Source: an optimization exercise on an open RTL-to-GDS flow (aim: small area). Production flows keep margins and buffers that such runs may drop.
RTL that was checked went through simulation tests only; none was proved equivalent to the original.
For runs 2, 6 and 7, only the layout was checked, not whether the RTL still works.
Power figures rest on the tool's default switching activity, not on a simulated workload.

## flow/run.sh

```bash
#!/bin/bash
# Layout flow: the standard ORFS flow with three changes that only affect cell area:
#  - synthesis maps with an area-oriented ABC script (flow/area.abc) and without the
#    half/full-adder cells (flow/synth.tcl is synth_recipe.tcl with the ABC script swapped);
#  - ports are buffered with sky130_fd_sc_hd__buf_1 instead of the default delay buffer;
#  - CTS uses small clock buffers and inserts no dummy loads.
# Each tool's output goes to the ORFS logs under orfs/logs/; make's own output to make.log.
set -euo pipefail
W=$(pwd)
RESULTS=$W/orfs/results/$FLOW_PLATFORM/uButterfly/base
export MY_ABC_SCRIPT=$W/flow/area.abc
make -C "$FLOW_HOME" DESIGN_CONFIG="$W/config.mk" WORK_HOME="$W/orfs" CLKGATE_MAP_FILE= \
  SYNTH_SCRIPT="$W/flow/synth.tcl" ADDER_MAP_FILE= \
  BUFFER_PORTS_ARGS="-buffer_cell sky130_fd_sc_hd__buf_1" \
  CTS_ARGS="-sink_clustering_enable -sink_clustering_size 70 -sink_clustering_max_diameter 500 -repair_clock_nets -dont_use_dummy_load -buf_list {sky130_fd_sc_hd__clkbuf_4}" \
  finish > "$W/make.log" 2>&1
: # left out here: write the final layout as DEF
```

## flow/area.abc

```
strash
&get -n
&deepsyn -T 60
&put
dch -f
amap -F 50 -A 50
```

## flow/synth.tcl

```tcl
# The standard synthesis script, with the ABC mapping script replaced by MY_ABC_SCRIPT
proc synth {args} { yosys synth -nofsm -noshare {*}$args }
proc abc {args} {
  set i [lsearch -exact $args -script]
  if {$i >= 0 && [info exists ::env(MY_ABC_SCRIPT)]} {
    lset args [expr {$i + 1}] $::env(MY_ABC_SCRIPT)
  }
  yosys abc {*}$args
}
source $::env(SCRIPTS_DIR)/synth.tcl
# left out here: clear keep_hierarchy, flatten, clean up, hide names made inside functions, write 1_2_yosys.v
```

## standard.sh

```bash
#!/bin/bash
# synth_recipe.tcl (not shown) runs the flow's synth.tcl, then flattens the netlist and writes it again
# the make line also repeats each setting of config.mk as NAME=value (left out here)
make -C /OpenROAD-flow-scripts/flow DESIGN_CONFIG=/design/flow/config.mk WORK_HOME=/design/flow/orfs CLKGATE_MAP_FILE= SYNTH_SCRIPT=/design/flow/synth_recipe.tcl "${@:-finish}"
```

## config.mk

```make
export PLATFORM = sky130hd
export DESIGN_NAME = uButterfly
export DESIGN_NICKNAME = uButterfly
export VERILOG_FILES = /design/flow/design.v
export SDC_FILE = /design/flow/constraint.sdc
export NUM_CORES = 4
export LEC_CHECK = 0
export CAP_MARGIN = 20
export CORE_MARGIN = 2
export CORE_UTILIZATION = 40
export GPL_TIMING_DRIVEN = 0
export SLEW_MARGIN = 20
```

## constraint.sdc

```tcl
create_clock -name core_clock -period 5.0 [get_ports {iClk}]
set_input_delay 1.0000 -clock core_clock [delete_from_list [all_inputs] [get_ports {iClk}]]
set_output_delay 1.0000 -clock core_clock [all_outputs]
set_load 0.01 [all_outputs]
```

## design.v

```verilog
module uButterfly #(
    parameter BITWIDTH = 8,
              BINPUT = 2
) (
    input wire iClk,
    input wire iRstN,
    input wire loadW,
    input wire iClr,
    input wire iReal0,
    input wire iImg0,
    input wire iReal1,
    input wire iImg1,
    input wire [BITWIDTH-1:0] iwReal,
    input wire [BITWIDTH-1:0] iwImg,
    output wire oReal0,
    output wire oImg0,
    output wire oReal1,
    output wire oImg1
);
    reg biZero;
    reg [7:0] wReal, wImg;
    reg [8:0] cntR0, cntR1, cntI0, cntI1;    
    reg [1:0] accScR, accScI, accReq, accIeq;
    reg accR, accI;                           
    reg outR0, outR1, outI0, outI1;
    wire [8:0] selR = iReal1 ? cntR1 : cntR0;
    wire [8:0] selI = iImg1 ? cntI1 : cntI0;
    wire [7:0] randR, randI;
    genvar j;
    generate
        for (j = 0; j < 8; j = j + 1) begin : g_rand
            assign randR[j] = selR[7-j] ^ selR[8-j];
            assign randI[j] = selI[7-j] ^ selI[8-j];
        end
    endgenerate
    wire mRR = (wReal > randR) ^ ~iReal1;    
    wire mRI = (wImg  > randR) ^ ~iReal1;    
    wire mIR = (wReal > randI) ^ ~iImg1;     
    wire mII = (wImg  > randI) ^ ~iImg1;     
    wire [1:0] sumScR = accScR[0] + iReal0 + biZero;
    wire [1:0] sumScI = accScI[0] + iImg0 + biZero;
    wire [1:0] sumReq = accReq[0] + mRR + !mII;
    wire [1:0] sumIeq = accIeq[0] + mRI + mIR;
    wire scR = accScR[1];
    wire scI = accScI[1];
    wire req = accReq[1];
    wire ieq = accIeq[1];
    function [8:0] step(input [8:0] c, input en, input clr);
        integer i;
        reg t;
        begin
            t = en;
            for (i = 0; i < 9; i = i + 1) begin
                step[i] = ~clr & (c[i] ^ t);
                t = t & c[i];
            end
        end
    endfunction
    wire [8:0] nxtR0 = step(cntR0, ~iReal1, iClr);
    wire [8:0] nxtR1 = step(cntR1, iReal1, iClr);
    wire [8:0] nxtI0 = step(cntI0, ~iImg1, iClr);
    wire [8:0] nxtI1 = step(cntI1, iImg1, iClr);
    always @(posedge iClk or negedge iRstN) begin
        if (~iRstN) begin
            biZero <= 1'b0;
            wReal <= 8'd0;
            wImg <= 8'd0;
            cntR0 <= 9'd0;
            cntR1 <= 9'd0;
            cntI0 <= 9'd0;
            cntI1 <= 9'd0;
            accScR <= 2'd0;
            accScI <= 2'd0;
            accReq <= 2'd0;
            accIeq <= 2'd0;
            accR <= 1'b0;
            accI <= 1'b0;
            outR0 <= 1'b0;
            outR1 <= 1'b0;
            outI0 <= 1'b0;
            outI1 <= 1'b0;
        end else begin
            biZero <= ~biZero;
            if (loadW) begin
                wReal <= iwReal;
                wImg <= iwImg;
            end
            cntR0 <= nxtR0;
            cntR1 <= nxtR1;
            cntI0 <= nxtI0;
            cntI1 <= nxtI1;
            accScR <= sumScR;
            accScI <= sumScI;
            accReq <= sumReq;
            accIeq <= sumIeq;
            accR <= accR ^ scR ^ req;
            accI <= accI ^ scI ^ ieq;
            outR0 <= (scR & req) | (scR & accR) | (req & accR);
            outR1 <= (scR & !req) | (scR & (accR ^ biZero)) | (!req & (accR ^ biZero));
            outI0 <= (scI & ieq) | (scI & accI) | (ieq & accI);
            outI1 <= (scI & !ieq) | (scI & (accI ^ biZero)) | (!ieq & (accI ^ biZero));
        end
    end
    assign oReal0 = outR0;
    assign oReal1 = outR1;
    assign oImg0 = outI0;
    assign oImg1 = outI1;
endmodule
```

==> impl_metrics.ini, run 1 <==
[routing]
num_vias = 2665
via_per_inst = 5.38
first_iter_violations = 151
drtPass1Iterations = 4
ant_nets = 0
remaining_drc_errors = 0
drt_wl_total_um = 6770
wl_per_cell_um = 13.7

[synthesis]
syn_inst = 355
ys_types = 20
syn_nets = 379
synth_seq_area_share = 0.527
syn_area_per_cell_um2 = 8.96
synthAdderAreaFrac = 0
synth_compound_area_frac = 0.231
yosysWarningCount = 1
synth_edf_count = 0
yosys_register_bits = 67
synth_top_cell_by_area = dfrtp_1
synth_top_area_frac = 0.527
synth-main-ff-cell = dfrtp_1
synth_area_leaders = dfrtp_1 53%, nor2_1 8.4%, o22ai_1 7.1%
yosys.area_share.simple = 0.199
ys_async_sr_fraction = 1.00
synth_top_family_by_area = compound AO/OA/AOI/OAI gates
synth_mux_area_frac = 0
synth_area_um2 = 3180
synth-xor-area-share = 0

[status]
outcome = finished clean

[finish]
areaGrowthSynthToFinish_pct = 10.8
diodes = 0
finalNetCount = 419
seqCellArea_um2 = 1680
fillers = 734
drive_gt1_frac = 0.0356
instances_no_fill = 495
multi_input_area_um2 = 1370

[critical_path]
startpoint_type = primary input
slowest_delay_ns = 0.59
crit_chain = buf_1 -> clkinvlp_4 -> o22ai_1 -> nand2_1 -> o21ai_0 -> a21oi_1 -> a222oi_1 -> nor3_1 -> a221o_1 -> a222oi_1 -> o21bai_1 -> nand2_1 -> o21ai_0 -> nor2_1 -> a21o_1 -> nor2_1 -> nor2_1
cp.required_ns = 5.30
critical_path.endpoint_type = flop
cp.arrival_ns = 4.76
crit_fanout = 14
crit_type = primary input to flop
slowest_stage = buf_1
crit_top_cell = nor2_1

[cts]
post_cts.repair.setup_buffers = 0
cts.hold.buffers_added = 0
cts_buffers = 9
cts_tree = done
cts_root_buf = clkbuf_4
clkTransAtPathRegs_ns = 0.10
cts-htree-levels = 3
cts_resized = 0
insertion_delay_ns = 0.40
clock_path_buffers = 2
clkSinkCount = 67

[global_routing]
grt_overflow_total = 0
grt_max_degree = 37
grt_pass1_wl_um = 11900
grt_pass1_vias = 2591
grt_antenna_before_repair = 0
grtUsageTotal = 0.174

[sta]
tightest_slew_ns = 0.802
holdWs_ns = 0.415
fin_skew_ns = 0.0226
setup-tns-final_ns = 0
slew_viol_final = 0
finalSetupViolCount = 0
max_slew_margin = 0.465
period_needed_ns = 4.46
finalHoldViolations = 0
period_share = 0.892
fmax_ghz = 0.224
rsz0062_at_grt = false
timing.final.ws_setup_ns = 0.539

[power]
power.internal_mw = 0.781
switching_share = 0.306
p_sw_mw = 0.345
clockPowerShare = 0.218
seq_power_share = 0.571
irDropWorstVdd_v = 0.000156
p_total_mw = 1.13
combPwrFrac = 0.211
p_leak_nw = 1.45
power.density_nw_per_um2 = 319

[floorplan]
fp-row-count = 32
dieWidth_um = 93.2
die_area_um2 = 8680
initial_core_util = 0.412
core_um2 = 7730
io_pins = 28
fp.dieH_um = 93.2

[place]
dp_cells = 486
dp_slack_ns = 0.115
place_congestion = 0.863
dp_hpwl_um = 4940
io_buffers = 27

[flow_run]
maxCapViolations = 0

[min_path]
hold_class = primary input to async pin
-- metal layers --
metal	part of all wire	wire length (um)	vias up	track usage
met5	0	0	-	0
met4	0.0093	63	0	0.0833
met3	0.036	246	9	0.0395
met2	0.44	2990	40	0.252
met1	0.51	3470	1245	0.245
li1	-	-	1371	-
-- cell families (layout without fill, tap and decap cells) --
family          after synthesis  in the layout
flops                        67             67
simple gates                142            142
compound gates              109            109
buf+inv                      37             75
-- layout by cell type (no fill, tap or decap), drive strengths merged, types with 5 or more instances in the layout --
| cell type | count |
|---|---|
| a21oi | 22 |
| dfrtp | 67 |
| o22ai | 36 |
| clkinv | 36 |
| nor3 | 27 |
| o21ai | 12 |
| and3 | 10 |
| nor2 | 71 |
| buf | 29 |
| clkbuf | 9 |
| nand2 | 20 |
| and2 | 6 |
| a222oi | 7 |
| o22a | 13 |
| a221oi | 5 |
-- flip-flops by register name, summed over array words and instances (netlist names), 2 cells and up --
name and cells:
accIeq 2, accScI 2, wImg 8, cntI0 9
cntR0 9, accReq 2, cntI1 9, accScR 2
cntR1 9, wReal 8
-- worst paths after layout --
| kind | endpoint | start | depth (start not counted) | slack, ns |
|---|---|---|---|---|
| setup / recovery | accReq[1] | iImg1 | 17 | 0.54 |
| hold / removal | cntI0[8] | iRstN | 1 | 0.42 |
| setup reg to reg | accReq[1] | cntI1[6] | 15 | 1.94 |
| hold reg to reg | cntI1[8] | cntI1[8] | 1 | 0.47 |
| max in group asynchronous | wImg[6] | iRstN | 2 | 4.16 |
| min in group core_clock | cntI1[8] | cntI1[8] | 1 | 0.47 |
-- worst max-delay path, delay by kind of cell --
kind | cells | cell delay (ns)
buffers and inverters | 2 | 1.14
AND/OR/NAND/NOR | 6 | 0.52
AO/OA/AOI/OAI | 9 | 2.10
-- stage by stage --
step | area [um^2] | util
floorplan | 3180 | -
global placement | 3410 | 0.441
detailed placement | 3450 | 0.447
CTS | 3520 | 0.455
global route | 3520 | 0.456
finish | 3520 | 0.456
-- cell usage after synthesis, types with 5 or more instances --
cell      number
a222oi_1       7
and3_1        10
o22ai_1       36
a221oi_1       5
dfrtp_1       67
and2_0         6
nor3_1        27
o21ai_0       12
a21oi_1       22
nor2_1        71
clkinv_1      37
nand2_1       20
o22a_1        13
-- power by group through the flow --
stage / combinational (mW) / clock, mW / sequential [mW]
floorplan: 0.158 / 0 / 0.653
global placement: 0.224 / 0 / 0.651
detailed placement: 0.238 / 0 / 0.654
CTS: 0.239 / 0.257 / 0.643
global route: 0.270 / 0.277 / 0.651
finish: 0.238 / 0.245 / 0.643
-- cell type report --
cell class	count	share of cell area
clock buffers	9	0.0192
inverters	37	0.0405
multi-input cells	251	0.387
flip-flops and latches	67	0.476
repair buffers	29	0.0408
well taps	102	0.0362
==> run 2: changes to the inputs <==
--- a/design.v
+++ b/design.v
@@ -45,21 +45,23 @@
     wire scI = accScI[1];
     wire req = accReq[1];
     wire ieq = accIeq[1];
-    function [8:0] step(input [8:0] c, input en, input clr);
+    function [8:0] carries(input [8:0] c);
         integer i;
         reg t;
         begin
-            t = en;
+            t = 1'b1;
             for (i = 0; i < 9; i = i + 1) begin
-                step[i] = ~clr & (c[i] ^ t);
+                carries[i] = t;
                 t = t & c[i];
             end
         end
     endfunction
-    wire [8:0] nxtR0 = step(cntR0, ~iReal1, iClr);
-    wire [8:0] nxtR1 = step(cntR1, iReal1, iClr);
-    wire [8:0] nxtI0 = step(cntI0, ~iImg1, iClr);
-    wire [8:0] nxtI1 = step(cntI1, iImg1, iClr);
+    wire [8:0] carR = carries(selR);
+    wire [8:0] carI = carries(selI);
+    wire [8:0] nxtR0 = {9{~iClr}} & (cntR0 ^ ({9{~iReal1}} & carR));
+    wire [8:0] nxtR1 = {9{~iClr}} & (cntR1 ^ ({9{iReal1}} & carR));
+    wire [8:0] nxtI0 = {9{~iClr}} & (cntI0 ^ ({9{~iImg1}} & carI));
+    wire [8:0] nxtI1 = {9{~iClr}} & (cntI1 ^ ({9{iImg1}} & carI));
     always @(posedge iClk or negedge iRstN) begin
         if (~iRstN) begin
             biZero <= 1'b0;
--- a/config.mk
+++ b/config.mk
@@ -7,6 +7,6 @@
 export LEC_CHECK = 0
 export CAP_MARGIN = 20
 export CORE_MARGIN = 2
-export CORE_UTILIZATION = 40
+export CORE_UTILIZATION = 65
 export GPL_TIMING_DRIVEN = 0
 export SLEW_MARGIN = 20
==> run 2 against run 1 <==
Against the previous run:
- still clean
- synthesized cell count rose by 8.7%
- die area down 35%
- first-iteration DRC count increased by 6.0%
- critical path depth shrank 1
==> impl_metrics.ini, run 2 <==
[synthesis]
ys_async_sr_fraction = 1.00
synth_area_um2 = 3280
yosys_register_bits = 67
synth-main-ff-cell = dfrtp_1
yosysMostFrequentCell = clkinv_1
synth_seq_area_share = 0.512
ys_types = 17
synth_edf_count = 0
syn_area_per_cell_um2 = 8.49
yosysWarningCount = 1
synth_top_area_frac = 0.512
syn_nets = 410
synth_area_leaders = dfrtp_1 51%, clkinv_1 8.4%, nor2_1 7.0%
synth_top_cell_by_area = dfrtp_1
syn_inst = 386
yosys-top-cells-count = 73 x clkinv_1, 67 x dfrtp_1, 61 x nor2_1

[critical_path]
slowest_stage = buf_1
cp.required_ns = 5.28
crit_chain = buf_1 -> clkinv_1 -> o22ai_1 -> a21oi_1 -> nor2_1 -> a21oi_1 -> a222oi_1 -> nor3_1 -> a221o_1 -> a222oi_1 -> o21bai_1 -> nor2_1 -> a21oi_1 -> nor2_1 -> a21oi_1 -> o21ai_0
cp.arrival_ns = 4.42
crit_fanout = 15
slowest_delay_ns = 0.46
critical_path.endpoint_type = flop
crit_type = primary input to flop
crit_buf_inv = 2
path_delay_family = compound AO/OA/AOI/OAI gates
crit_start = iReal1
timing.rr.start = cntR1[5]
startpoint_type = primary input
crit_top_cell = a21oi_1

[routing]
wl_met1_um = 2950
drtPass1Iterations = 5
num_vias = 2730
remaining_drc_errors = 0
routed.top_layer = met4
drt_wl_total_um = 6120
wl_per_cell_um = 12.5
route.met3.wl_um = 265
ant_nets = 0
wl_met2_um = 2810
via_per_inst = 5.56
first_iter_violations = 160

[cts]
clock_path_buffers = 2
cts_tree = done
cts_resized = 0
cts_buffers = 9
clkSinkCount = 67
insertion_delay_ns = 0.39
cts-htree-levels = 3
cts_root_buf = clkbuf_4
cts.hold.buffers_added = 0
clkTransAtPathRegs_ns = 0.11
post_cts.repair.setup_buffers = 0

[floorplan]
die_area_um2 = 5620
initial_core_util = 0.684
fp-row-count = 25
core_um2 = 4790
dieWidth_um = 75.0
fp.dieH_um = 75.0
io_pins = 28

[global_routing]
grt_pass1_wl_um = 10700
grt_max_degree = 32
grt_antenna_before_repair = 0
grt_pass1_vias = 2464
grtUsageTotal = 0.250
grt_overflow_total = 0

[sta]
slew_viol_final = 0
setup-tns-final_ns = 0
fin_skew_ns = 0.0310
finalSetupViolCount = 0
tightest_slew_ns = 0.799
timing.final.ws_setup_ns = 0.861
fmax_ghz = 0.242
max_slew_margin = 0.467
period_needed_ns = 4.14
rsz0062_at_grt = false
period_share = 0.828
finalHoldViolations = 0

[finish]
areaGrowthSynthToFinish_pct = 9.24
instances_no_fill = 491
fin_area_um2 = 3580
final_cell_mix = 73 x clkinv_1, 67 x dfrtp_1, 61 x nor2_1, 37 x o21ai_0, 33 x nand2_1
drive_gt1_frac = 0.0307
diodes = 0
mostFrequentLayoutCell = clkinv_1
fin_util = 0.748
finalNetCount = 450

[place]
place_congestion = 0.795
post_dp_cell_area_um2 = 3510
io_buffers = 27
dp_cells = 482
dp_slack_ns = 0.522
dp_hpwl_um = 4630

[power]
power.density_nw_per_um2 = 306
irDropWorstVdd_v = 0.000176
p_leak_nw = 1.40

[flow_run]
maxCapViolations = 0

[status]
outcome = finished clean

[min_path]
hold_class = flop to flop
hp-start = accIeq[1]
run 2: logic make-up after synthesis:
family	Yosys count	synth area share
AND/OR/NAND/NOR	104	0.125
buffers and inverters	73	0.0837
AO/OA/AOI/OAI	142	0.280
flip-flops	67	0.512
run 2: final timing paths:
kind | endpoint | slack [ns] | cells after the start
hold reg to reg | outI1 | 0.46 | 1
hold / removal | outI1 | 0.46 | 1
setup reg to reg | accReq[0] | 2.07 | 15
setup / recovery | accReq[0] | 0.86 | 16
max in group asynchronous | cntR1[3] | 3.96 | 2
min in group asynchronous | outI0 | 0.52 | 1
run 2: through the flow:
step	total power [mW]	hold WS, ns
2_1_floorplan	0.791	0.427
3_3_place_gp	0.849	0.443
3_5_place_dp	0.867	0.452
5_1_grt	1.17	0.472
4_1_cts	1.10	0.455
6_report	1.10	0.463
run 2: report_power, final:
group / leakage, nW / switching (mW) / internal (mW) / total (mW)
registers: 0.863 / 0.0381 / 0.603 / 0.641
clock network: 0.0414 / 0.156 / 0.0837 / 0.239
logic: 0.491 / 0.131 / 0.0834 / 0.215
run 2: area by class of cell:
class / instances / area [um^2]
fillers: 392 / 1210
inverters: 73 / 274
flip-flops and latches: 67 / 1680
repair buffers: 29 / 151
clock buffers: 9 / 67.6
multi-input cells: 246 / 1330
well taps: 67 / 83.8
run 2: metal layers:
layer  track usage  vias to the layer above
li1              -                     1428
met1         0.347                     1227
met2         0.400                       66
met3        0.0402                        9
met4        0.0893                        0
met5             0                        -
==> run 3: changes to the inputs <==
--- a/design.v
+++ b/design.v
@@ -45,23 +45,21 @@
     wire scI = accScI[1];
     wire req = accReq[1];
     wire ieq = accIeq[1];
-    function [8:0] carries(input [8:0] c);
+    function [8:0] step(input [8:0] c, input en, input clr);
         integer i;
         reg t;
         begin
-            t = 1'b1;
+            t = en;
             for (i = 0; i < 9; i = i + 1) begin
-                carries[i] = t;
+                step[i] = ~clr & (c[i] ^ t);
                 t = t & c[i];
             end
         end
     endfunction
-    wire [8:0] carR = carries(selR);
-    wire [8:0] carI = carries(selI);
-    wire [8:0] nxtR0 = {9{~iClr}} & (cntR0 ^ ({9{~iReal1}} & carR));
-    wire [8:0] nxtR1 = {9{~iClr}} & (cntR1 ^ ({9{iReal1}} & carR));
-    wire [8:0] nxtI0 = {9{~iClr}} & (cntI0 ^ ({9{~iImg1}} & carI));
-    wire [8:0] nxtI1 = {9{~iClr}} & (cntI1 ^ ({9{iImg1}} & carI));
+    wire [8:0] nxtR0 = step(cntR0, ~iReal1, iClr);
+    wire [8:0] nxtR1 = step(cntR1, iReal1, iClr);
+    wire [8:0] nxtI0 = step(cntI0, ~iImg1, iClr);
+    wire [8:0] nxtI1 = step(cntI1, iImg1, iClr);
     always @(posedge iClk or negedge iRstN) begin
         if (~iRstN) begin
             biZero <= 1'b0;
--- a/flow/run.sh
+++ b/flow/run.sh
@@ -8,7 +8,7 @@
 set -euo pipefail
 W=$(pwd)
 RESULTS=$W/orfs/results/$FLOW_PLATFORM/uButterfly/base
-export MY_ABC_SCRIPT=$W/flow/area.abc
+export MY_ABC_SCRIPTS="$(ls $W/flow/a*.abc | tr "\n" " ")"
 make -C "$FLOW_HOME" DESIGN_CONFIG="$W/config.mk" WORK_HOME="$W/orfs" CLKGATE_MAP_FILE= \
   SYNTH_SCRIPT="$W/flow/synth.tcl" ADDER_MAP_FILE= \
   BUFFER_PORTS_ARGS="-buffer_cell sky130_fd_sc_hd__buf_1" \
==> flow/a0.abc (new file) <==
strash
dc2
dch -f
amap
==> flow/a1.abc (new file) <==
strash
&get -n
&deepsyn -T 40 -S 1
&put
dch -f
amap -F 50 -A 50
==> flow/a2.abc (new file) <==
strash
&get -n
&deepsyn -T 40 -S 2
&put
dch -f
amap -F 50 -A 50
==> flow/a3.abc (new file) <==
strash
&get -n
&deepsyn -T 40 -S 3
&put
dch -f
amap -F 50 -A 50
==> flow/a4.abc (new file) <==
strash
&get -n
&deepsyn -T 40 -S 4
&put
dch -f
amap -F 50 -A 50
==> flow/synth.tcl (replaced) <==
# The standard synthesis script (synth_recipe.tcl), except for ABC: each ABC script in
# MY_ABC_SCRIPTS maps the same netlist, and the mapping with the smallest cell area is kept.
# Every candidate's area goes to the synthesis log.
proc synth {args} { yosys synth -nofsm -noshare {*}$args }
proc abc {args} {
  set i [lsearch -exact $args -script]
  set lib [lindex $args [expr {[lsearch -exact $args -liberty] + 1}]]
  if {$i < 0 || ![info exists ::env(MY_ABC_SCRIPTS)]} {
    yosys abc {*}$args
    return
  }
  yosys design -save my_pre_abc
  set best ""
  set best_area 1e18
  set k 0
  foreach script $::env(MY_ABC_SCRIPTS) {
    yosys design -load my_pre_abc
    lset args [expr {$i + 1}] $script
    yosys abc {*}$args
    yosys tee -q -o $::env(OBJECTS_DIR)/my_abc_stat_$k.txt stat -liberty $lib
    set f [open $::env(OBJECTS_DIR)/my_abc_stat_$k.txt]
    set text [read $f]
    close $f
    regexp {Chip area for module[^:]*: *([0-9.]+)} $text -> area
    puts "MY_ABC candidate $k [file tail $script]: area $area"
    if {$area < $best_area} {
      set best_area $area
      set best $k
    }
    yosys design -save my_abc_$k
    incr k
  }
  puts "MY_ABC best candidate $best: area $best_area"
  yosys design -load my_abc_$best
}
source $::env(SCRIPTS_DIR)/synth.tcl
# left out here: clear keep_hierarchy, flatten, clean up, hide names made inside functions, write 1_2_yosys.v
--- a/config.mk
+++ b/config.mk
@@ -7,6 +7,6 @@
 export LEC_CHECK = 0
 export CAP_MARGIN = 20
 export CORE_MARGIN = 2
-export CORE_UTILIZATION = 65
+export CORE_UTILIZATION = 40
 export GPL_TIMING_DRIVEN = 0
 export SLEW_MARGIN = 20
removed: flow/area.abc
==> run 3 against run 2 <==
Against the previous run:
- still clean on timing, DRC and antenna
- maximum frequency fell by 3.2%
- global-route usage fell by 8.2 points
- total power rose by 1.2%
- count of clock-buffer cells in the layout did not move
- sequential power barely moved
- combinational power rose by 2%
- first-iteration DRC count fell by 9.4%
- hold slack got worse by 0.020 ns
- synthesized cell count fell by 8.0%
- via count fell by 3.2%
- area after synthesis fell by 2.4%
- critical endpoint unchanged
- largest cell class unchanged
- largest power group unchanged
==> impl_metrics.ini, run 3 <==
[critical_path]
slowest_stage = buf_1
cp.arrival_ns = 4.55
path_delay_family = compound AO/OA/AOI/OAI gates
crit_start = iImg1
startpoint_type = primary input
slowest_delay_ns = 0.50
critical_path.endpoint_type = flop
timing.rr.start = cntI1[6]
crit_buf_inv = 2
crit_fanout = 15
crit_type = primary input to flop
cp.required_ns = 5.28
crit_chain = buf_1 -> clkinv_1 -> a22o_1 -> o21ai_0 -> a21oi_1 -> a222oi_1 -> nor3_1 -> a221o_1 -> a222oi_1 -> o21bai_1 -> nor2_1 -> a21oi_1 -> nor2b_1 -> or2_0 -> nand2_1 -> o21ai_0
rrSetupSlack_ns = 1.95

[synthesis]
synth_area_um2 = 3200
synth_edf_count = 0
yosys_register_bits = 67
ys_types = 22
syn_nets = 379
yosysMostFrequentCell = nor2_1
synth_top_cell_by_area = dfrtp_1
ys_async_sr_fraction = 1.00
yosysWarningCount = 1
synth_area_leaders = dfrtp_1 52%, nor2_1 8.5%, a22o_1 4.7%
syn_area_per_cell_um2 = 9.01
synth-main-ff-cell = dfrtp_1
synth_seq_area_share = 0.524
synth_top_area_frac = 0.524
yosys-top-cells-count = 72 x nor2_1, 67 x dfrtp_1, 37 x clkinv_1
syn_inst = 355

[sta]
period_needed_ns = 4.27
fmax_ghz = 0.234
fin_skew_ns = 0.0352
period_share = 0.855
rsz0062_at_grt = false
slew_viol_final = 0
finalSetupViolCount = 0
finalHoldViolations = 0
holdWs_ns = 0.443
max_slew_margin = 0.472
setup-tns-final_ns = 0
tightest_slew_ns = 0.792

[place]
post_dp_cell_area_um2 = 3470
place_congestion = 0.779
io_buffers = 27
dp_hpwl_um = 4760

[status]
outcome = finished clean

[routing]
remaining_drc_errors = 0
drtPass1Iterations = 5
first_iter_violations = 145
wl_per_cell_um = 13.3
ant_nets = 0
drt_wl_total_um = 6600
num_vias = 2644
via_per_inst = 5.34

[floorplan]
fp-row-count = 32
io_pins = 28
core_um2 = 7730
fp.dieH_um = 93.4
die_area_um2 = 8730
initial_core_util = 0.414
dieWidth_um = 93.4

[global_routing]
grt_overflow_total = 0
grt_max_degree = 37
grtUsageTotal = 0.168
grt_antenna_before_repair = 0
use_met2 = 0.272
met3_usage = 0.0411
grt_pass1_vias = 2604
grt_pass1_wl_um = 11800
top_usage_layer = met2
use_met1 = 0.222

[finish]
mostFrequentLayoutCell = nor2_1
areaGrowthSynthToFinish_pct = 10.6
diodes = 0
finalNetCount = 419
fin_area_um2 = 3540
fillers = 753
fin_util = 0.458
final_cell_mix = 72 x nor2_1, 67 x dfrtp_1, 37 x clkinv_1, 32 x nand2_1, 25 x buf_1
drive_gt1_frac = 0.0331

[cts]
cts_root_buf = clkbuf_4
cts_resized = 0
clkTransAtPathRegs_ns = 0.11
cts_buffers = 9
post_cts.repair.setup_buffers = 0
clkSinkCount = 67
clock_path_buffers = 2
cts_tree = done
insertion_delay_ns = 0.41
cts-htree-levels = 3
cts.hold.buffers_added = 0

[flow_run]
maxCapViolations = 0

[min_path]
hold_class = primary input to async pin

[power]
power.density_nw_per_um2 = 313
p_leak_nw = 1.39
irDropWorstVdd_v = 0.000136
==> run 3: area by class of cell <==
class	count	area, um^2	share of cell area
tap	102	128	0.0361
timing repair buffer	29	144	0.0407
clock buffer	9	67.6	0.0191
inverter	37	139	0.0393
sequential	67	1680	0.474
multi-input combinational	251	1380	0.391
==> run 3: final timing paths <==
check	to	cells past startpoint
hold / removal	accScR[1]	1
max in group asynchronous	wImg[5]	3
setup / recovery	accReq[0]	16
setup reg to reg	accReq[0]	14
hold reg to reg	cntR0[8]	1
min in group core_clock	cntR0[8]	1
==> run 3: metrics by stage <==
step                total power [mW]  setup slack (ns)  cells
floorplan                      0.795              1.59    355
global placement               0.859             0.439    484
detailed placement             0.872             0.371    486
CTS                             1.12             0.757    495
global route                    1.19             0.395    495
finish                          1.11             0.727    495
==> run 3: power breakdown <==
group          internal [mW]  leakage, nW  switching (mW)  total (mW)
Clock                 0.0836       0.0414           0.165       0.249
Sequential             0.601        0.862          0.0381       0.639
Combinational         0.0874        0.491           0.133       0.220
==> run 3: logic make-up (layout without fill, tap and decap cells) <==
logic type	count (synthesis)	count (layout)	synth area share
and+or+nand+nor	135	135	0.181
AOI/OAI and AO/OA	116	116	0.252
DFF	67	67	0.524
buffers and inverters	37	75	0.0434
==> run 3: metal layers <==
metal	vias to the layer above	routed length, um
li1	1369	-
met1	1225	3250
met2	40	3070
met3	10	213
met4	0	66
met5	-	0
==> run 4: changes to the inputs <==
--- a/config.mk
+++ b/config.mk
@@ -5,8 +5,8 @@
 export SDC_FILE = /design/flow/constraint.sdc
 export NUM_CORES = 4
 export LEC_CHECK = 0
-export CAP_MARGIN = 20
+export CAP_MARGIN = 0
 export CORE_MARGIN = 2
-export CORE_UTILIZATION = 40
+export CORE_UTILIZATION = 60
 export GPL_TIMING_DRIVEN = 0
-export SLEW_MARGIN = 20
+export SLEW_MARGIN = 0
==> run 4 against run 3 <==
Against the previous run:
- via count decreased by 1.2%
- maximum frequency increased by 0.74%
- register-to-register slack about the same
- sequential share of layout area increased by 0.82 points
- hold slack improved by 0.033 ns
- worst setup slack improved by 0.032 ns
- clock power about the same
- core utilization increased by 22 points
- critical endpoint unchanged
- largest cell class unchanged
- highest routed layer unchanged
==> impl_metrics.ini, run 4 <==
[critical_path]
cp.required_ns = 5.28
cp.arrival_ns = 4.52
path_delay_family = compound AO/OA/AOI/OAI gates
crit_fanout = 15
slowest_stage = buf_1
slowest_delay_ns = 0.48
crit_type = primary input to flop
crit_buf_inv = 2
crit_chain = buf_1 -> clkinv_1 -> a22o_1 -> o21ai_0 -> a21oi_1 -> a222oi_1 -> nor3_1 -> a221o_1 -> a222oi_1 -> o21bai_1 -> nor2_1 -> a21oi_1 -> nor2b_1 -> or2_0 -> nand2_1 -> o21ai_0
startpoint_type = primary input
rr_worst_depth = 14
critical_path.endpoint_type = flop
crit_cells = 16

[routing]
drtPass1Iterations = 5
ant_nets = 0
remaining_drc_errors = 0
wl_per_cell_um = 14.0
num_vias = 2613
via_per_inst = 5.66
first_iter_violations = 188
drt_wl_total_um = 6450

[synthesis]
synth_area_leaders = dfrtp_1 52%, nor2_1 8.5%, a22o_1 4.7%
synth_area_um2 = 3200
synth_top_cell_by_area = dfrtp_1
synth_edf_count = 0
yosysWarningCount = 1
yosysMostFrequentCell = nor2_1
ys_async_sr_fraction = 1.00
ys_types = 22
syn_inst = 355
synth_seq_area_share = 0.524
synth_top_area_frac = 0.524
synth-main-ff-cell = dfrtp_1
syn_area_per_cell_um2 = 9.01
yosys_register_bits = 67
syn_nets = 379
yosys-top-cells-count = 72 x nor2_1, 67 x dfrtp_1, 37 x clkinv_1

[floorplan]
io_pins = 28
die_area_um2 = 5930
fp.dieH_um = 77.0
core_um2 = 5140
dieWidth_um = 77.0
initial_core_util = 0.622
fp-row-count = 26

[finish]
mostFrequentLayoutCell = nor2_1
diodes = 0
finalNetCount = 418
fin_util = 0.676
drive_gt1_frac = 0.0306
final_cell_mix = 72 x nor2_1, 67 x dfrtp_1, 37 x clkinv_1, 32 x nand2_1, 25 x buf_1
areaGrowthSynthToFinish_pct = 8.72
instances_no_fill = 462

[sta]
rsz0062_at_grt = false
fin_skew_ns = 0.0293
period_share = 0.848
max_slew_margin = 0.469
tightest_slew_ns = 0.796
period_needed_ns = 4.24
finalSetupViolCount = 0
timing.final.ws_setup_ns = 0.758
finalHoldViolations = 0
slew_viol_final = 0
fmax_ghz = 0.236
setup-tns-final_ns = 0

[place]
io_buffers = 27
dp_cells = 453
dp_slack_ns = 0.378
place_congestion = 0.826
dp_hpwl_um = 4560

[status]
outcome = finished clean

[min_path]
hold_class = flop to flop
min_path_cells = 1

[cts]
cts_root_buf = clkbuf_4
insertion_delay_ns = 0.40
cts.hold.buffers_added = 0
post_cts.repair.setup_buffers = 0
clock_path_buffers = 2
clkSinkCount = 67
cts_resized = 0
cts-htree-levels = 3
clkTransAtPathRegs_ns = 0.10
cts_tree = done
cts_buffers = 9

[global_routing]
grt_overflow_total = 0
grt_max_degree = 40
grtUsageTotal = 0.235
grt_pass1_vias = 2420
grt_antenna_before_repair = 0
grt_pass1_wl_um = 11000

[power]
p_leak_nw = 1.38
p_total_mw = 1.11
irDropWorstVdd_v = 0.000221
power.density_nw_per_um2 = 319

[flow_run]
maxCapViolations = 0
==> run 4: area by class of cell <==
cell class | count | area (um^2)
Tap cell | 70 | 87.6
Timing Repair Buffer | 28 | 124
Multi-Input combinational cell | 251 | 1380
Inverter | 37 | 139
Clock buffer | 9 | 67.6
Sequential cell | 67 | 1680
Fill cell | 431 | 1660
==> run 4: cells by family after synthesis <==
family / count (synthesis) / synth area share
buf+inv: 37 / 0.0434
simple gates: 135 / 0.181
compound gates: 116 / 0.252
flops: 67 / 0.524
==> run 4: worst paths after layout <==
kind,slack [ns],startpoint,endpoint
worst max-delay path,0.76,iImg1,accReq[0]
worst min-delay path,0.48,cntR0[8],cntR0[8]
worst max register to register,1.94,cntI1[6],accReq[0]
worst min register to register,0.48,cntR0[8],cntR0[8]
max in group asynchronous,3.70,iRstN,wReal[3]
min in group asynchronous,0.63,iRstN,cntI0[2]
==> run 4: stage by stage <==
stage	hold slack [ns]	instance area (um^2)
floorplan	0.440	3200
global placement	0.460	3390
detailed placement	0.469	3410
CTS	0.483	3480
global route	0.510	3480
finish	0.476	3480
==> run 4: per-layer routing <==
metal	up-vias	GRT usage	routed length, um
met5	-	0	0
met4	0	0.0964	63
met3	7	0.0529	226
li1	1367	-	-
met1	1180	0.306	3040
met2	59	0.382	3120
==> run 4: power breakdown <==
part / total (mW) / switching (mW) / internal (mW) / leakage [nW]
sequential: 0.640 / 0.0394 / 0.601 / 0.862
combinational: 0.219 / 0.133 / 0.0859 / 0.481
clock: 0.249 / 0.165 / 0.0838 / 0.0414
==> run 5: changes to the inputs <==
==> flow/run.sh (replaced) <==
#!/bin/bash
# Layout flow: the standard ORFS flow with changes that only affect cell area:
#  - synthesis is synth_recipe.tcl, except that ABC maps the netlist once with each script
#    flow/a*.abc (area-oriented: deepsyn with a few seeds, then amap) and the smallest
#    mapping is kept (flow/synth.tcl); no half/full-adder cells (ADDER_MAP_FILE empty);
#  - ports are buffered with sky130_fd_sc_hd__buf_1 instead of the default delay buffer,
#    the reset port with a buf_4 (flow/pre_resize.tcl);
#  - CTS uses clkbuf_4 and inserts no dummy loads.
# Each tool's output goes to the ORFS logs under orfs/logs/; make's own output to make.log.
set -euo pipefail
W=$(pwd)
RESULTS=$W/orfs/results/$FLOW_PLATFORM/uButterfly/base
export MY_ABC_SCRIPTS="$(ls $W/flow/a*.abc | tr "\n" " ")"
make -C "$FLOW_HOME" DESIGN_CONFIG="$W/config.mk" WORK_HOME="$W/orfs" CLKGATE_MAP_FILE= \
  SYNTH_SCRIPT="$W/flow/synth.tcl" ADDER_MAP_FILE= \
  PRE_RESIZE_TCL="$W/flow/pre_resize.tcl" \
  BUFFER_PORTS_ARGS="-buffer_cell sky130_fd_sc_hd__buf_1" \
  CTS_ARGS="-sink_clustering_enable -sink_clustering_size 70 -sink_clustering_max_diameter 500 -repair_clock_nets -dont_use_dummy_load -buf_list {sky130_fd_sc_hd__clkbuf_4}" \
  finish > "$W/make.log" 2>&1
: # left out here: write the final layout as DEF
==> flow/a2.abc (replaced) <==
strash
&get -n
&deepsyn -T 60 -S 0
&put
dch -f
amap -F 50 -A 50
==> flow/a3.abc (replaced) <==
strash
&get -n
&deepsyn -T 60 -S 6
&put
dch -f
amap -F 50 -A 50
==> flow/pre_resize.tcl (new file) <==
# The reset port's buffer drives the reset pin of every flip-flop. Give it a buf_4, whose
# max capacitance covers that load, so repair_design adds no extra buffer to the net.
set rst_net [get_nets -of_objects [get_ports iRstN]]
foreach pin [get_pins -of_objects $rst_net -filter "direction == input"] {
  set inst [get_cells -of_objects $pin]
  puts "pre_resize: [get_full_name $inst] ([get_property $inst ref_name]) -> sky130_fd_sc_hd__buf_4"
  replace_cell $inst sky130_fd_sc_hd__buf_4
}
--- a/flow/synth.tcl
+++ b/flow/synth.tcl
@@ -16,7 +16,11 @@
   foreach script $::env(MY_ABC_SCRIPTS) {
     yosys design -load my_pre_abc
     lset args [expr {$i + 1}] $script
-    yosys abc {*}$args
+    if {[catch {yosys abc {*}$args} err]} {
+      puts "MY_ABC candidate $k [file tail $script]: failed: $err"
+      incr k
+      continue
+    }
     yosys tee -q -o $::env(OBJECTS_DIR)/my_abc_stat_$k.txt stat -liberty $lib
     set f [open $::env(OBJECTS_DIR)/my_abc_stat_$k.txt]
     set text [read $f]
@@ -30,6 +34,7 @@
     yosys design -save my_abc_$k
     incr k
   }
+  if {$best eq ""} { error "MY_ABC: every ABC candidate failed" }
   puts "MY_ABC best candidate $best: area $best_area"
   yosys design -load my_abc_$best
 }
removed: flow/a4.abc
==> run 5 against run 4 <==
Against the previous run:
- the flow now stops in placement repair
- synthesized cell count is the same
- area after synthesis shrank 0.55%
==> impl_metrics.ini, run 5 <==
[floorplan]
fp-row-count = 26
fp.dieH_um = 76.8
io_pins = 28
initial_core_util = 0.623
dieWidth_um = 76.8

[synthesis]
synth_top_cell_by_area = dfrtp_1
syn_nets = 379
synth_area_leaders = dfrtp_1 53%, nor2_1 8.4%, o22ai_1 7.1%
yosysWarningCount = 1
synth_seq_area_share = 0.527
yosysMostFrequentCell = nor2_1
yosys-top-cells-count = 71 x nor2_1, 67 x dfrtp_1, 37 x clkinv_1
synth_edf_count = 0
ys_types = 20
synth-main-ff-cell = dfrtp_1
synth_area_um2 = 3180
syn_area_per_cell_um2 = 8.96
synth_top_area_frac = 0.527
yosys_register_bits = 67
syn_inst = 355
ys_async_sr_fraction = 1.00

[status]
outcome = aborted with a tool error
flow.stopped_at = placement repair
firstError = [ERROR STA-0100] unsupported object type Port.

[place]
place_congestion = 0.778
io_buffers = 27
run 5: logic make-up after synthesis:
| logic type | synth area share |
|---|---|
| compound gates | 0.231 |
| buf+inv | 0.0437 |
| flops | 0.527 |
| simple gates | 0.199 |
run 5: power groups by stage:
stage,sequential [mW],clock (mW),combinational [mW]
after global placement,0.652,0,0.221
after floorplan,0.653,0,0.158
run 5: worst max-delay path by stage:
stage	cells after the start	end	from	slack, ns
after global placement	18	accReq[0]	iReal1	0.42
after floorplan	15	accReq[0]	iImg1	1.52
==> run 6: changes to the inputs <==
--- a/design.v
+++ b/design.v
@@ -18,7 +18,8 @@
     output wire oImg1
 );
     reg biZero;
-    reg [7:0] wReal, wImg;
+    reg [7:0] wReal, wImg;                    
+    reg wValid;
     reg [8:0] cntR0, cntR1, cntI0, cntI1;    
     reg [1:0] accScR, accScI, accReq, accIeq;
     reg accR, accI;                           
@@ -33,10 +34,10 @@
             assign randI[j] = selI[7-j] ^ selI[8-j];
         end
     endgenerate
-    wire mRR = (wReal > randR) ^ ~iReal1;    
-    wire mRI = (wImg  > randR) ^ ~iReal1;    
-    wire mIR = (wReal > randI) ^ ~iImg1;     
-    wire mII = (wImg  > randI) ^ ~iImg1;     
+    wire mRR = (wValid & (wReal > randR)) ^ ~iReal1;    
+    wire mRI = (wValid & (wImg  > randR)) ^ ~iReal1;    
+    wire mIR = (wValid & (wReal > randI)) ^ ~iImg1;     
+    wire mII = (wValid & (wImg  > randI)) ^ ~iImg1;     
     wire [1:0] sumScR = accScR[0] + iReal0 + biZero;
     wire [1:0] sumScI = accScI[0] + iImg0 + biZero;
     wire [1:0] sumReq = accReq[0] + mRR + !mII;
@@ -60,11 +61,16 @@
     wire [8:0] nxtR1 = step(cntR1, iReal1, iClr);
     wire [8:0] nxtI0 = step(cntI0, ~iImg1, iClr);
     wire [8:0] nxtI1 = step(cntI1, iImg1, iClr);
+    always @(posedge iClk) begin
+        if (loadW) begin
+            wReal <= iwReal;
+            wImg <= iwImg;
+        end
+    end
     always @(posedge iClk or negedge iRstN) begin
         if (~iRstN) begin
             biZero <= 1'b0;
-            wReal <= 8'd0;
-            wImg <= 8'd0;
+            wValid <= 1'b0;
             cntR0 <= 9'd0;
             cntR1 <= 9'd0;
             cntI0 <= 9'd0;
@@ -81,10 +87,7 @@
             outI1 <= 1'b0;
         end else begin
             biZero <= ~biZero;
-            if (loadW) begin
-                wReal <= iwReal;
-                wImg <= iwImg;
-            end
+            if (loadW) wValid <= 1'b1;
             cntR0 <= nxtR0;
             cntR1 <= nxtR1;
             cntI0 <= nxtI0;
==> run 6 against run 5 <==
Against the previous run:
- the run again fails in placement repair
- area after synthesis is 1.1% lower
- synthesized cell count is 8.2% lower
==> impl_metrics.ini, run 6 <==
[status]
outcome = aborted with a tool error
flow.stopped_at = placement repair
firstError = [ERROR STA-0100] unsupported object type Port.

[floorplan]
fp-row-count = 26
initial_core_util = 0.620
dieWidth_um = 76.4
fp.dieH_um = 76.4
io_pins = 28

[synthesis]
synth_top_area_frac = 0.414
yosysMostFrequentCell = dfrtp_1
syn_nets = 350
synth_seq_area_share = 0.566
yosysWarningCount = 1
synth_mux_area_frac = 0
yosys_register_bits = 68
synth_top_family_by_area = compound AO/OA/AOI/OAI gates
syn_area_per_cell_um2 = 9.65
synth_edf_count = 16
synth_compound_area_frac = 0.296
yosys-top-cells-count = 52 x dfrtp_1, 41 x nor2_1, 38 x o21ai_0
synth_area_leaders = dfrtp_1 41%, edfxtp_1 15%, o21ai_0 6.0%
ys_async_sr_fraction = 0.765
syn_inst = 326
synth_area_um2 = 3150
synth-xor-area-share = 0
synthAdderAreaFrac = 0
synth_top_cell_by_area = dfrtp_1
ys_types = 21
synth-main-ff-cell = dfrtp_1
yosys.area_share.simple = 0.0951

[place]
io_buffers = 27
place_congestion = 0.732
run 6: cell types whose count changed after synthesis, sizes merged, moves of 13 or more:
| cell | previous run | this run |
|---|---|---|
| nand2 | 20 | 33 |
| nor2 | 71 | 41 |
| a21oi | 22 | 37 |
| dfrtp | 67 | 52 |
| nor3 | 27 | 3 |
| o22ai | 36 | 15 |
| o21ai | 12 | 38 |
| a211oi | 4 | 17 |
| edfxtp | 0 | 16 |
run 6: worst max path at each step:
stage	end	slack (ns)
global placement	accReq[0]	0.41
floorplan	accReq[0]	1.52
run 6: metrics by stage:
step	setup WS, ns	instances	power [mW]	hold slack (ns)	area [um^2]
3_3_place_gp	0.409	423	0.840	0.455	3330
2_1_floorplan	1.52	326	0.789	0.435	3150
run 6: logic make-up after synthesis:
kind of cell | count (synthesis)
AOI/OAI and AO/OA | 144
buffers and inverters | 36
DFF | 68
and+or+nand+nor | 78
run 6: power by group through the flow:
stage             combinational (mW)  sequential (mW)  clock, mW
global placement               0.168            0.673          0
floorplan                      0.112            0.677          0
==> run 7: changes to the inputs <==
==> flow/pre_resize.tcl (replaced) <==
# The reset port's buffer drives the reset pin of every flip-flop. Give it a buf_4, whose
# max capacitance covers that load, so repair_design adds no extra buffer to the net.
set rst_net [[[ord::get_db_block] findBTerm iRstN] getNet]
foreach iterm [$rst_net getITerms] {
  if {[$iterm isInputSignal]} {
    set inst [get_cells [[$iterm getInst] getName]]
    puts "pre_resize: [get_full_name $inst] ([get_property $inst ref_name]) -> sky130_fd_sc_hd__buf_4"
    replace_cell $inst sky130_fd_sc_hd__buf_4
  }
}
==> run 7 against run 6 <==
Against the previous run:
- synthesized cell count stayed put
- area after synthesis unchanged
- the run now finishes clean
==> impl_metrics.ini, run 7 <==
[synthesis]
yosysWarningCount = 1
syn_nets = 350
ys_types = 21
syn_inst = 326
yosysMostFrequentCell = dfrtp_1
ys_async_sr_fraction = 0.765
synth_edf_count = 16
synth_top_cell_by_area = dfrtp_1
syn_area_per_cell_um2 = 9.65
yosys_register_bits = 68
synth-main-ff-cell = dfrtp_1
yosys-top-cells-count = 52 x dfrtp_1, 41 x nor2_1, 38 x o21ai_0
synth_area_leaders = dfrtp_1 41%, edfxtp_1 15%, o21ai_0 6.0%
synth_top_area_frac = 0.414
synth_area_um2 = 3150
synth_seq_area_share = 0.566

[floorplan]
fp-row-count = 26
io_pins = 28
fp.dieH_um = 76.4
die_area_um2 = 5840
dieWidth_um = 76.4
core_um2 = 5070
initial_core_util = 0.620

[sta]
slew_viol_final = 0
timing.final.ws_setup_ns = 0.663
max_slew_margin = 0.307
fmax_ghz = 0.231
finalHoldViolations = 0
rsz0062_at_grt = false
holdWs_ns = 0.472
period_needed_ns = 4.34
fin_skew_ns = 0.0233
tightest_slew_ns = 1.04
period_share = 0.867
setup-tns-final_ns = 0
finalSetupViolCount = 0

[finish]
multi_input_area_um2 = 1230
finalNetCount = 388
mostFrequentLayoutCell = dfrtp_1
drive_gt1_frac = 0.0276
fillers = 424
areaGrowthSynthToFinish_pct = 8.27
fin_area_um2 = 3410
instances_no_fill = 432
seqCellArea_um2 = 1780
final_cell_mix = 52 x dfrtp_1, 41 x nor2_1, 38 x o21ai_0, 37 x a21oi_1, 36 x clkinv_1
diodes = 0
fin_util = 0.671

[critical_path]
crit_fanout = 14
slowest_stage = clkinv_1
cp.arrival_ns = 4.66
startpoint_type = primary input
crit_top_cell = o21ai_0
critical_path.endpoint_type = flop
crit_chain = buf_1 -> clkinv_1 -> o22ai_1 -> o21ai_0 -> a221oi_1 -> o21ai_0 -> a222oi_1 -> nor3_1 -> a221o_1 -> o211a_1 -> o21ai_0 -> nor2_1 -> a21oi_1 -> clkinv_1 -> a22oi_1
cp.required_ns = 5.33
crit_type = primary input to flop
slowest_delay_ns = 0.50

[routing]
ant_nets = 0
num_vias = 2497
drt_wl_total_um = 6110
wl_per_cell_um = 14.1
first_iter_violations = 127
remaining_drc_errors = 0
via_per_inst = 5.78
drtPass1Iterations = 4

[place]
dp_cells = 423
place_congestion = 0.732
dp_slack_ns = 0.297
io_buffers = 27
post_dp_cell_area_um2 = 3340
dp_hpwl_um = 4290

[global_routing]
grtUsageTotal = 0.233
grt_max_degree = 53
grt_pass1_wl_um = 10700
use_met1 = 0.302
grt_overflow_total = 0
grt_pass1_vias = 2536
top_usage_layer = met2
grt_antenna_before_repair = 0
use_met2 = 0.382
met3_usage = 0.0592

[flow_run]
maxCapViolations = 0

[power]
power.density_nw_per_um2 = 318
irDropWorstVdd_v = 0.000193
p_leak_nw = 1.29
p_total_mw = 1.08

[cts]
clkTransAtPathRegs_ns = 0.11
cts_resized = 0
post_cts.repair.setup_buffers = 0
cts_tree = done
cts_buffers = 9
cts_root_buf = clkbuf_4
cts.hold.buffers_added = 0
clock_path_buffers = 2
insertion_delay_ns = 0.40
clkSinkCount = 68
cts-htree-levels = 3

[min_path]
hold_class = flop to flop

[status]
outcome = finished clean
run 7: cell counts after synthesis:
No cell type changed its count.
run 7: kinds of logic after synthesis:
group	share of synthesized area
compound gates	0.296
buf+inv	0.0430
flops	0.566
simple gates	0.0951
run 7: critical path, delay by kind of cell:
| kind | cells | cell delay, ns |
|---|---|---|
| buf+inv | 3 | 1.08 |
| simple gates | 2 | 0.14 |
| compound gates | 10 | 2.42 |
run 7: final timing paths:
check                          from   endpoint  slack, ns  depth (start not counted)
max in group asynchronous     iRstN      outI0       3.92                          1
setup reg to reg           cntR1[5]  accReq[0]       1.96                         14
hold / removal             cntI1[8]   cntI1[8]       0.47                          1
hold reg to reg            cntI1[8]   cntI1[8]       0.47                          1
min in group asynchronous     iRstN   cntI1[2]       0.63                          1
setup / recovery             iReal1  accReq[0]       0.66                         15
run 7: power breakdown:
part	internal [mW]	leakage, nW	switching [mW]
sequential	0.628	0.833	0.0361
clock	0.0837	0.0414	0.161
combinational	0.0674	0.414	0.107
run 7: layer usage:
layer,wire [um],vias up
li1,-,1285
met1,2880,1161
met2,2890,44
met3,288,7
met4,56,0
met5,0,-
run 7: final cells by class:
| type | instances | share of cell area |
|---|---|---|
| sequential | 68 | 0.523 |
| multi-input combinational | 222 | 0.361 |
| inverter | 36 | 0.0397 |
| timing repair buffer | 27 | 0.0309 |
| tap | 70 | 0.0257 |
| clock buffer | 9 | 0.0198 |
==> run 8: changes to the inputs <==
--- a/design.v
+++ b/design.v
@@ -20,6 +20,7 @@
     reg biZero;
     reg [7:0] wReal, wImg;                    
     reg wValid;
+    reg cntValid;
     reg [8:0] cntR0, cntR1, cntI0, cntI1;    
     reg [1:0] accScR, accScI, accReq, accIeq;
     reg accR, accI;                           
@@ -46,22 +47,26 @@
     wire scI = accScI[1];
     wire req = accReq[1];
     wire ieq = accIeq[1];
-    function [8:0] step(input [8:0] c, input en, input clr);
+    function [8:0] step(input [8:0] c, input en, input clr, input v);
         integer i;
         reg t;
         begin
             t = en;
             for (i = 0; i < 9; i = i + 1) begin
-                step[i] = ~clr & (c[i] ^ t);
-                t = t & c[i];
+                step[i] = ~clr & ((v & c[i]) ^ t);
+                t = t & v & c[i];
             end
         end
     endfunction
-    wire [8:0] nxtR0 = step(cntR0, ~iReal1, iClr);
-    wire [8:0] nxtR1 = step(cntR1, iReal1, iClr);
-    wire [8:0] nxtI0 = step(cntI0, ~iImg1, iClr);
-    wire [8:0] nxtI1 = step(cntI1, iImg1, iClr);
+    wire [8:0] nxtR0 = step(cntR0, ~iReal1, iClr, cntValid);
+    wire [8:0] nxtR1 = step(cntR1, iReal1, iClr, cntValid);
+    wire [8:0] nxtI0 = step(cntI0, ~iImg1, iClr, cntValid);
+    wire [8:0] nxtI1 = step(cntI1, iImg1, iClr, cntValid);
     always @(posedge iClk) begin
+        cntR0 <= nxtR0;
+        cntR1 <= nxtR1;
+        cntI0 <= nxtI0;
+        cntI1 <= nxtI1;
         if (loadW) begin
             wReal <= iwReal;
             wImg <= iwImg;
@@ -71,10 +76,7 @@
         if (~iRstN) begin
             biZero <= 1'b0;
             wValid <= 1'b0;
-            cntR0 <= 9'd0;
-            cntR1 <= 9'd0;
-            cntI0 <= 9'd0;
-            cntI1 <= 9'd0;
+            cntValid <= 1'b0;
             accScR <= 2'd0;
             accScI <= 2'd0;
             accReq <= 2'd0;
@@ -88,10 +90,7 @@
         end else begin
             biZero <= ~biZero;
             if (loadW) wValid <= 1'b1;
-            cntR0 <= nxtR0;
-            cntR1 <= nxtR1;
-            cntI0 <= nxtI0;
-            cntI1 <= nxtI1;
+            cntValid <= 1'b1;
             accScR <= sumScR;
             accScI <= sumScI;
             accReq <= sumReq;
==> run 8 against run 7 <==
Against the previous run:
- still clean on timing, DRC and antenna
- critical path depth rose by 1
- clock skew rose by 0.0021 ns
- total power grew 1.0%
- die area down 2.4%
- cell area fell by 2.4%
- global-route usage decreased by 0.73 points
- largest power group unchanged
==> impl_metrics.ini, run 8 <==
[status]
outcome = finished clean

[finish]
mostFrequentLayoutCell = nor2_1
areaGrowthSynthToFinish_pct = 8.49
diodes = 0
drive_gt1_frac = 0.0261
finalNetCount = 409
final_cell_mix = 44 x nor2_1, 40 x clkinv_1, 37 x o21ai_0, 36 x a21oi_1, 36 x dfxtp_1

[place]
dp_hpwl_um = 4380
place_congestion = 0.781
dp_slack_ns = 0.712
io_buffers = 27

[routing]
drt_wl_total_um = 6000
remaining_drc_errors = 0
first_iter_violations = 169
drtPass1Iterations = 5
via_per_inst = 5.66
ant_nets = 0
num_vias = 2565
wl_per_cell_um = 13.2

[sta]
fmax_ghz = 0.256
finalSetupViolCount = 0
period_share = 0.781
slew_viol_final = 0
tightest_slew_ns = 0.758
rsz0062_at_grt = false
period_needed_ns = 3.90
holdWs_ns = 0.445
timing.final.ws_setup_ns = 1.10
finalHoldViolations = 0
fin_skew_ns = 0.0254
setup-tns-final_ns = 0
max_slew_margin = 0.495

[global_routing]
grtUsageTotal = 0.226
grt_pass1_wl_um = 9630
grt_pass1_vias = 2187
grt_overflow_total = 0
grt_antenna_before_repair = 0
grt_max_degree = 25

[power]
p_leak_nw = 1.15
p_sw_mw = 0.309
power.density_nw_per_um2 = 329
combPwrFrac = 0.168
irDropWorstVdd_v = 0.000225
switching_share = 0.283
clockPowerShare = 0.225
seq_power_share = 0.607
power.internal_mw = 0.785

[flow_run]
maxCapViolations = 0

[synthesis]
syn_nets = 371
ys_async_sr_fraction = 0.246
yosysMostFrequentCell = nor2_1
synth_top_cell_by_area = dfxtp_1
synth_seq_area_share = 0.531
synth_edf_count = 16
synth_area_um2 = 3070
yosys_register_bits = 69
syn_inst = 347
synth_area_leaders = dfxtp_1 24%, edfxtp_1 16%, dfrtp_1 14%
synth_top_area_frac = 0.235
ys_types = 29
syn_area_per_cell_um2 = 8.83
yosysWarningCount = 1
yosys-top-cells-count = 44 x nor2_1, 40 x clkinv_1, 37 x o21ai_0
synth-main-ff-cell = dfxtp_1

[floorplan]
fp.dieH_um = 75.5
fp-row-count = 26
dieWidth_um = 75.5
core_um2 = 5010
initial_core_util = 0.612
io_pins = 28
die_area_um2 = 5700

[critical_path]
cp.arrival_ns = 4.20
critical_path.endpoint_type = flop
crit_type = primary input to flop
startpoint_type = primary input
cp.required_ns = 5.30
crit_fanout = 13

[cts]
clkTransAtPathRegs_ns = 0.10
post_cts.repair.setup_buffers = 0
clock_path_buffers = 2
clkSinkCount = 69
cts_tree = done
cts_resized = 0
cts_buffers = 9
insertion_delay_ns = 0.40
cts_root_buf = clkbuf_4
cts-htree-levels = 3
cts.hold.buffers_added = 0

[min_path]
hold_class = primary input to async pin
[run 8: worst paths after layout]
| path | start | to | slack (ns) | cells after the start |
|---|---|---|---|---|
| min | iRstN | outR0 | 0.44 | 1 |
| min in group core_clock | cntI1[6] | cntI1[6] | 0.47 | 2 |
| min reg2reg | cntI1[6] | cntI1[6] | 0.47 | 2 |
| max in group asynchronous | iRstN | cntValid | 4.35 | 1 |
| max reg2reg | cntValid | cntR0[8] | 2.26 | 5 |
| max | iReal1 | accIeq[0] | 1.10 | 16 |
[run 8: metrics by stage]
step                      power (mW)  instances   util  area [um^2]
after detailed placement       0.860        444  0.650         3260
after floorplan                0.804        347      -         3070
after global placement         0.852        444  0.650         3250
after global routing            1.16        453  0.664         3330
after CTS                       1.10        453  0.664         3330
final                           1.09        453  0.664         3330
[run 8: worst max-delay path, cell delays in order]
cell and delay, ns:
buf_1 0.40, clkinv_1 0.48, o22ai_1 0.44, nor2_1 0.09, a21oi_1 0.17, clkinv_1 0.14
a211oi_1 0.24, a221o_1 0.14, a222oi_1 0.08, o21ai_0 0.20, o221ai_1 0.14, a21oi_1 0.21
nand2_1 0.07, o21ai_0 0.14, nor2_1 0.09, a21o_1 0.16
[run 8: cell families (layout without fill, tap and decap cells)]
| kind of cell | after synthesis | count (layout) | synth area share |
|---|---|---|---|
| buffers and inverters | 40 | 76 | 0.0490 |
| AO/OA/AOI/OAI | 137 | 137 | 0.282 |
| flip-flops | 69 | 69 | 0.531 |
| AND/OR/NAND/NOR | 100 | 100 | 0.137 |
| other | 1 | 1 | 0.00122 |
[run 8: cell type report]
cell class | instances | area [um^2]
multi-input cells | 238 | 1290
inverters | 40 | 150
fillers | 432 | 1680
clock buffers | 9 | 67.6
repair buffers | 27 | 105
well taps | 70 | 87.6
flip-flops and latches | 69 | 1630
[run 8: per-layer routing]
layer / part of all wire / up-vias / wire, um / GRT usage
met5: 0 / - / 0 / 0
met4: 0.012 / 0 / 74 / 0.0936
met3: 0.040 / 6 / 241 / 0.0397
met2: 0.45 / 53 / 2680 / 0.346
met1: 0.50 / 1153 / 3000 / 0.318
li1: - / 1353 / - / -
[run 8: power by group through the flow]
stage	combinational, mW	clock [mW]	sequential, mW
after floorplan	0.126	0	0.678
after global placement	0.177	0	0.675
after detailed placement	0.183	0	0.677
after CTS	0.185	0.250	0.664
after global routing	0.217	0.270	0.675
final	0.184	0.246	0.664
==> run 9: changes to the inputs <==
==> flow/a_s11.abc (new file) <==
strash
&get -n
&deepsyn -T 60 -S 11
&put
dch -f
amap -F 50 -A 50
==> flow/a_s8.abc (new file) <==
strash
&get -n
&deepsyn -T 60 -S 8
&put
dch -f
amap -F 50 -A 50
removed: flow/a1.abc
==> run 9 against run 8 <==
Against the previous run:
- still clean
- non-clock buffer count stayed put
- flip-flop and latch count unchanged
- final cell count unchanged
- highest routed layer unchanged
==> impl_metrics.ini, run 9 <==
[status]
outcome = finished clean

[place]
dp_slack_ns = 0.346
io_buffers = 27
dp_hpwl_um = 4220
place_congestion = 0.803
post_dp_cell_area_um2 = 3260

[global_routing]
grt_pass1_vias = 2212
grtUsageTotal = 0.231
grt_antenna_before_repair = 0
grt_max_degree = 19
grt_pass1_wl_um = 9680
grt_overflow_total = 0

[cts]
cts-htree-levels = 3
cts.hold.buffers_added = 0
post_cts.repair.setup_buffers = 0
cts_buffers = 9
clkSinkCount = 69
clkTransAtPathRegs_ns = 0.10
insertion_delay_ns = 0.40
cts_tree = done
cts_root_buf = clkbuf_4
cts_resized = 0
clock_path_buffers = 2

[floorplan]
die_area_um2 = 5690
io_pins = 28
fp-row-count = 26
core_um2 = 5010
fp.dieH_um = 75.5
dieWidth_um = 75.5
initial_core_util = 0.611

[critical_path]
crit_type = primary input to flop
crit_fanout = 14
cp.required_ns = 5.28
critical_path.endpoint_type = flop
cp.arrival_ns = 4.55
startpoint_type = primary input

[sta]
fin_skew_ns = 0.0219
finalHoldViolations = 0
tightest_slew_ns = 0.823
finalSetupViolCount = 0
slew_viol_final = 0
fmax_ghz = 0.234
rsz0062_at_grt = false
period_share = 0.853
holdWs_ns = 0.432
timing.final.ws_setup_ns = 0.735
setup-tns-final_ns = 0
period_needed_ns = 4.26
max_slew_margin = 0.451

[synthesis]
synth_area_um2 = 3060
synth_seq_area_share = 0.531
synth_top_cell_by_area = dfxtp_1
synth_top_area_frac = 0.235
yosys_register_bits = 69
ys_types = 31
yosysWarningCount = 1
yosysMostFrequentCell = nor2_1
syn_inst = 347
yosys-top-cells-count = 50 x nor2_1, 43 x clkinv_1, 36 x dfxtp_1
syn_nets = 371
synth_edf_count = 16
syn_area_per_cell_um2 = 8.83
synth_area_leaders = dfxtp_1 24%, edfxtp_1 16%, dfrtp_1 14%
synth-main-ff-cell = dfxtp_1
ys_async_sr_fraction = 0.246

[power]
p_leak_nw = 1.11
power.density_nw_per_um2 = 319
irDropWorstVdd_v = 0.000206
p_total_mw = 1.06

[routing]
first_iter_violations = 176
drtPass1Iterations = 4
via_per_inst = 5.57
drt_wl_total_um = 5780
ant_nets = 0
remaining_drc_errors = 0
wl_per_cell_um = 12.8
num_vias = 2525

[finish]
mostFrequentLayoutCell = nor2_1
diodes = 0
finalNetCount = 409
final_cell_mix = 50 x nor2_1, 43 x clkinv_1, 36 x dfxtp_1, 33 x nand2_1, 33 x a21oi_1
seqCellArea_um2 = 1630
fin_area_um2 = 3320
fillers = 430
areaGrowthSynthToFinish_pct = 8.50
drive_gt1_frac = 0.0261
multi_input_area_um2 = 1270

[min_path]
hold_class = primary input to async pin

[flow_run]
maxCapViolations = 0
-- run 9: metrics by stage --
step,cells,util
after floorplan,347,-
after global placement,444,0.649
after detailed placement,444,0.650
after CTS,453,0.663
after global routing,453,0.663
final,453,0.663
-- run 9: where the power goes --
| group | internal [mW] | switching, mW | leakage, nW |
|---|---|---|---|
| logic | 0.0599 | 0.0961 | 0.433 |
| registers | 0.627 | 0.0310 | 0.641 |
| clock network | 0.0836 | 0.162 | 0.0414 |
| total | 0.771 | 0.289 | 1.11 |
-- run 9: critical path, stage by stage --
cell and delay (ns):
buf_1 0.47, clkinv_1 0.51, o22ai_1 0.41, nor2_1 0.08
a21oi_1 0.30, a21oi_1 0.12, a222oi_1 0.29, nor3_1 0.08
a221o_1 0.26, a222oi_1 0.24, nor2_1 0.11, o21ai_0 0.25
nor2_1 0.09, a21oi_1 0.21, o21ai_0 0.12
-- run 9: final timing paths --
kind                       startpoint         to  depth (start not counted)  slack, ns
max                            iReal1  accIeq[0]                         15       0.74
min                             iRstN      outR0                          1       0.43
max reg2reg                  cntR1[7]  accIeq[0]                         14       2.05
min reg2reg                  cntR1[7]   cntR1[7]                          2       0.46
max in group asynchronous       iRstN  accIeq[0]                          1       4.38
min in group core_clock      cntR1[7]   cntR1[7]                          2       0.46
-- run 9: metal layers --
layer | routed length, um | track usage | vias up
li1 | - | - | 1355
met1 | 2720 | 0.284 | 1107
met2 | 2750 | 0.380 | 55
met3 | 205 | 0.0437 | 8
met4 | 106 | 0.133 | 0
met5 | 0 | 0 | -
-- run 9: kinds of logic (layout without fill, tap and decap cells) --
family | Yosys count | count (layout) | share of synthesized area
simple gates | 99 | 99 | 0.131
flops | 69 | 69 | 0.531
other cells | 1 | 1 | 0.00122
compound gates | 135 | 135 | 0.284
buf+inv | 43 | 79 | 0.0527
-- run 9: cell type report --
cell class,count,share of cell area
Sequential cell,69,0.489
Multi-Input combinational cell,235,0.384
Inverter,43,0.0486
Timing Repair Buffer,27,0.0316
Tap cell,70,0.0264
Clock buffer,9,0.0203

## separate check: timing with driven ports
The flow's constraints put no driver on any port. The routed layouts listed below were extracted and timed again, unchanged, in two steps.
Step 1 sets driving cells, clkbuf_16 on the clock port and buf_2 on the other inputs (assumed; they add their load-dependent delay and slew).
Step 2 adds t to the input delays and takes it off the output delays; t is the mean of the earliest and latest rising clock arrival at the registers after step 1. Input paths then give back, and output paths get back, about the clock's delay inside the block.
Slacks: ideal ports / drivers / drivers and shift; pairs: ideal ports / drivers.
run	t (ns)	setup WS [ns]	clock arrival spread, ns
run 1	0.415	0.539 / 0.541 / 0.126	0.024 / 0.024
run 2	0.403	0.861 / 0.863 / 0.460	0.032 / 0.032
run 3	0.422	0.727 / 0.729 / 0.307	0.036 / 0.036
run 4	0.410	0.758 / 0.759 / 0.348	0.030 / 0.029
run 7	0.413	0.663 / 0.664 / 0.251	0.023 / 0.024
run 8	0.413	1.096 / 1.085 / 0.672	0.025 / 0.025
run 9	0.420	0.735 / 0.740 / 0.320	0.022 / 0.022
After both steps every run listed still meets setup and hold. For run 8, which loses most, drivers alone change the setup slack by -0.011 ns; drivers and shift together by -0.424 ns.
